What follows belongs to an exercise in optimizing a design on an open flow for small area; a production flow would make more cautious choices. Only simulation tests tie the RTL to the original design; equivalence was not proved. No driver is modelled on the clock port, so clocking that relies on it looks cheaper here than on a real chip. No activity file was given, so power comes from the tool's default toggle rates.

==> flow/design.v (excerpt) <==
module berger_zero_faulty_memory(
    input clk,
    input rst,
    input [7:0] input_data,
    input [3:0] input_addr,
    input wr_en,
    input [11:0] unidirectional_fault_mask,
    input fault_enable,
    input fault_zero_to_one,
    output [7:0] output_data,
    output zero_to_one_error
);
Size: about 420 cells after synthesis, ~38 I/O pins.
clock: 8.0 ns
lec_check: 0
abc_area: 1
cap_margin: 0
core_margin: 2
core_utilization: 60
gpl_timing_driven: 0
slew_margin: 0
standard.sh (not shown) runs the stock make flow with config.mk's settings and CLKGATE_MAP_FILE= SYNTH_SCRIPT=/design/flow/synth_recipe.tcl, a recipe that flattens the netlist after the stock synthesis.
==> flow/flow/run.sh <==
#!/bin/bash
# Standard synthesis, then an area re-mapping of the combinational logic
# (flip-flops untouched), then the standard layout with small port buffers
# and a clock tree without dummy loads.
set -euo pipefail
HERE=$(pwd)
R=$HERE/orfs/results/sky130hd/berger_zero_faulty_memory/base
LIB=$FLOW_HOME/platforms/sky130hd/lib/sky130_fd_sc_hd__tt_025C_1v80.lib

bash standard.sh synth > synth_standard.log 2>&1
cp $R/1_2_yosys.v $HERE/standard_1_2_yosys.v

LIB=$LIB IN_V=$HERE/standard_1_2_yosys.v OUT_V=$R/1_2_yosys.v \
  ABC_SCRIPT=$HERE/flow/area.abc STAT_OUT=$HERE/reabc_stat.txt \
  yosys -c $HERE/flow/reabc.tcl > reabc.log 2>&1
rm -f $R/1_synth.odb $R/1_synth.sdc

export BUFFER_PORTS_ARGS="-buffer_cell sky130_fd_sc_hd__buf_1"
export CTS_ARGS="-sink_clustering_enable -repair_clock_nets -dont_use_dummy_load -root_buf sky130_fd_sc_hd__clkbuf_16 -buf_list sky130_fd_sc_hd__clkbuf_4"
export POST_CTS_TCL=$HERE/flow/post_cts.tcl
export CTS_UPSIZE_FANOUT=12
bash standard.sh > layout.log 2>&1
==> flow/flow/area.abc <==
strash
dc2
dch -f
amap
topo
==> flow/flow/post_cts.tcl <==
# Clock leaf buffers that drive many flip-flops get a stronger cell, to keep
# the slew at the flip-flops' clock pins low; then re-legalize the placement.
foreach inst [get_cells clkbuf_*] {
  if {[get_property $inst ref_name] ne "sky130_fd_sc_hd__clkbuf_4"} { continue }
  set out [get_pins -of_objects $inst -filter "direction==output"]
  set loads [get_pins -of_objects [get_nets -of_objects $out] -filter "direction==input"]
  if {[llength $loads] >= $::env(CTS_UPSIZE_FANOUT)} {
    puts "post_cts: [get_full_name $inst] fanout [llength $loads] -> clkbuf_8"
    replace_cell $inst sky130_fd_sc_hd__clkbuf_8
  }
}
detailed_placement
check_placement -verbose
estimate_parasitics -placement
==> flow/flow/reabc.tcl <==
yosys -import
# Re-map the combinational logic of the standard synthesis netlist for area.
# The flip-flops, and their instance names and cell types, are kept exactly
# as the standard synthesis made them.
set lib $::env(LIB)
read_liberty -ignore_miss_func $lib
read_verilog $::env(IN_V)
hierarchy -top $::env(FLOW_TOP)
setattr -mod -set keep_hierarchy 1 sky130_fd_sc_hd__*df* sky130_fd_sc_hd__*dl*
flatten
blackbox sky130_fd_sc_hd__*
opt_clean -purge
opt -fast
abc -liberty $lib -script $::env(ABC_SCRIPT) -dont_use *probe* -dont_use *lpflow*
opt_clean -purge
setundef -zero
hilomap -singleton -hicell sky130_fd_sc_hd__conb_1 HI -locell sky130_fd_sc_hd__conb_1 LO
insbuf -buf sky130_fd_sc_hd__buf_4 A X
splitnets
# left out here: clean up, hide names made inside functions
tee -o $::env(STAT_OUT) stat -liberty $lib
write_verilog -noattr -nohex -nodec $::env(OUT_V)
Change:
--- a/flow/flow/run.sh
+++ b/flow/flow/run.sh
@@ -17,6 +17,4 @@
 
 export BUFFER_PORTS_ARGS="-buffer_cell sky130_fd_sc_hd__buf_1"
-export CTS_ARGS="-sink_clustering_enable -repair_clock_nets -dont_use_dummy_load -root_buf sky130_fd_sc_hd__clkbuf_16 -buf_list sky130_fd_sc_hd__clkbuf_4"
-export POST_CTS_TCL=$HERE/flow/post_cts.tcl
-export CTS_UPSIZE_FANOUT=12
+export CTS_ARGS="-sink_clustering_enable -repair_clock_nets -dont_use_dummy_load -buf_list sky130_fd_sc_hd__clkbuf_8 -sink_clustering_size 24 -sink_clustering_max_diameter 60"
 bash standard.sh > layout.log 2>&1
CAP_MARGIN = 20   (was 0)
CORE_UTILIZATION = 40   (was 60)
GPL_TIMING_DRIVEN = unset   (was 0)
SLEW_MARGIN = 20   (was 0)
removed: flow/flow/post_cts.tcl
Cell count is higher by 12%.
Sequential share of layout area is lower by 2.8 points.
Final area rises by 4.4%.
Routed wire length went up by 6.8%.
Global-route usage went down by 8.5 points.
Count of clock-buffer cells in the layout stays the same.
Change:
==> flow/run.sh (new file) <==
#!/bin/bash
# synth_recipe.tcl (not shown) runs the flow's synth.tcl, then flattens the netlist and writes it again
# the make line also repeats each setting of config.mk as NAME=value (left out here)
make -C /OpenROAD-flow-scripts/flow DESIGN_CONFIG=/design/flow/config.mk WORK_HOME=/design/flow/orfs CLKGATE_MAP_FILE= SYNTH_SCRIPT=/design/flow/synth_recipe.tcl finish
CAP_MARGIN = 0   (was 20)
CORE_UTILIZATION = 60   (was 40)
CTS_BUF_LIST = sky130_fd_sc_hd__clkbuf_8   (was unset)
CTS_CLUSTER_DIAMETER = 100   (was unset)
CTS_CLUSTER_SIZE = 40   (was unset)
SLEW_MARGIN = 0   (was 20)
removed: flow/flow/run.sh
removed: flow/flow/area.abc
removed: flow/flow/reabc.tcl
removed: flow/standard.sh
Result:
- The changed run completed without violations
- synthesized cell count increases by well over a third
- global-route usage went up by 8.7 points
- sequential share of layout area is lower by 7.1 points
- design area goes up by roughly a tenth
- wire length rose by a few percent
- clock power is higher by a quarter to a third
- hold slack barely changes
Change:
CAP_MARGIN = 20   (was 0)
CORE_UTILIZATION = 40   (was 60)
CTS_BUF_LIST = unset   (was sky130_fd_sc_hd__clkbuf_8)
CTS_CLUSTER_DIAMETER = unset   (was 100)
CTS_CLUSTER_SIZE = unset   (was 40)
SLEW_MARGIN = 20   (was 0)
Cell area went up by 4.9%. Sequential share of layout area went down by 2.7 points. Combinational power went up by about 2%. Final cell count went up by 11%. Worst hold slack is worse by 0.0084 ns. Register-to-register slack hardly moves.

## separate check: timing with driven ports
The flow's constraints put no driver on any port. The routed layouts listed below were extracted and timed again, unchanged, in two steps.
Step 1: set_driving_cell puts a clkbuf_16 on clk and a buf_2 on each other input, an assumption about the parent block.
Step 2 times the ports against the registers' clock, not the clock port: input delays grow and output delays shrink by t, the midpoint of the rising clock arrivals with the driver on.
Slacks: no drivers / after step 1 / after step 2; pairs: no drivers / after step 1.
run	t, ns	setup slack, ns	worst setup path at the end	latest minus earliest clock arrival (ns)	pins driven straight from the clock port
the first run	0.383	0.463 / 0.440 / 0.440	input to output	0.033 / 0.034	1
the second run	0.462	0.533 / 0.512 / 0.512	input to output	0.020 / 0.019	1
the third run	0.474	0.342 / 0.318 / 0.318	input to output	0.011 / 0.011	1
the fourth run	0.457	0.393 / 0.370 / 0.370	input to output	0.008 / 0.008	1
After both steps setup and hold are still met in every run listed. For the third run, which loses most, drivers alone change the setup slack by -0.024 ns; drivers and shift together by -0.024 ns.
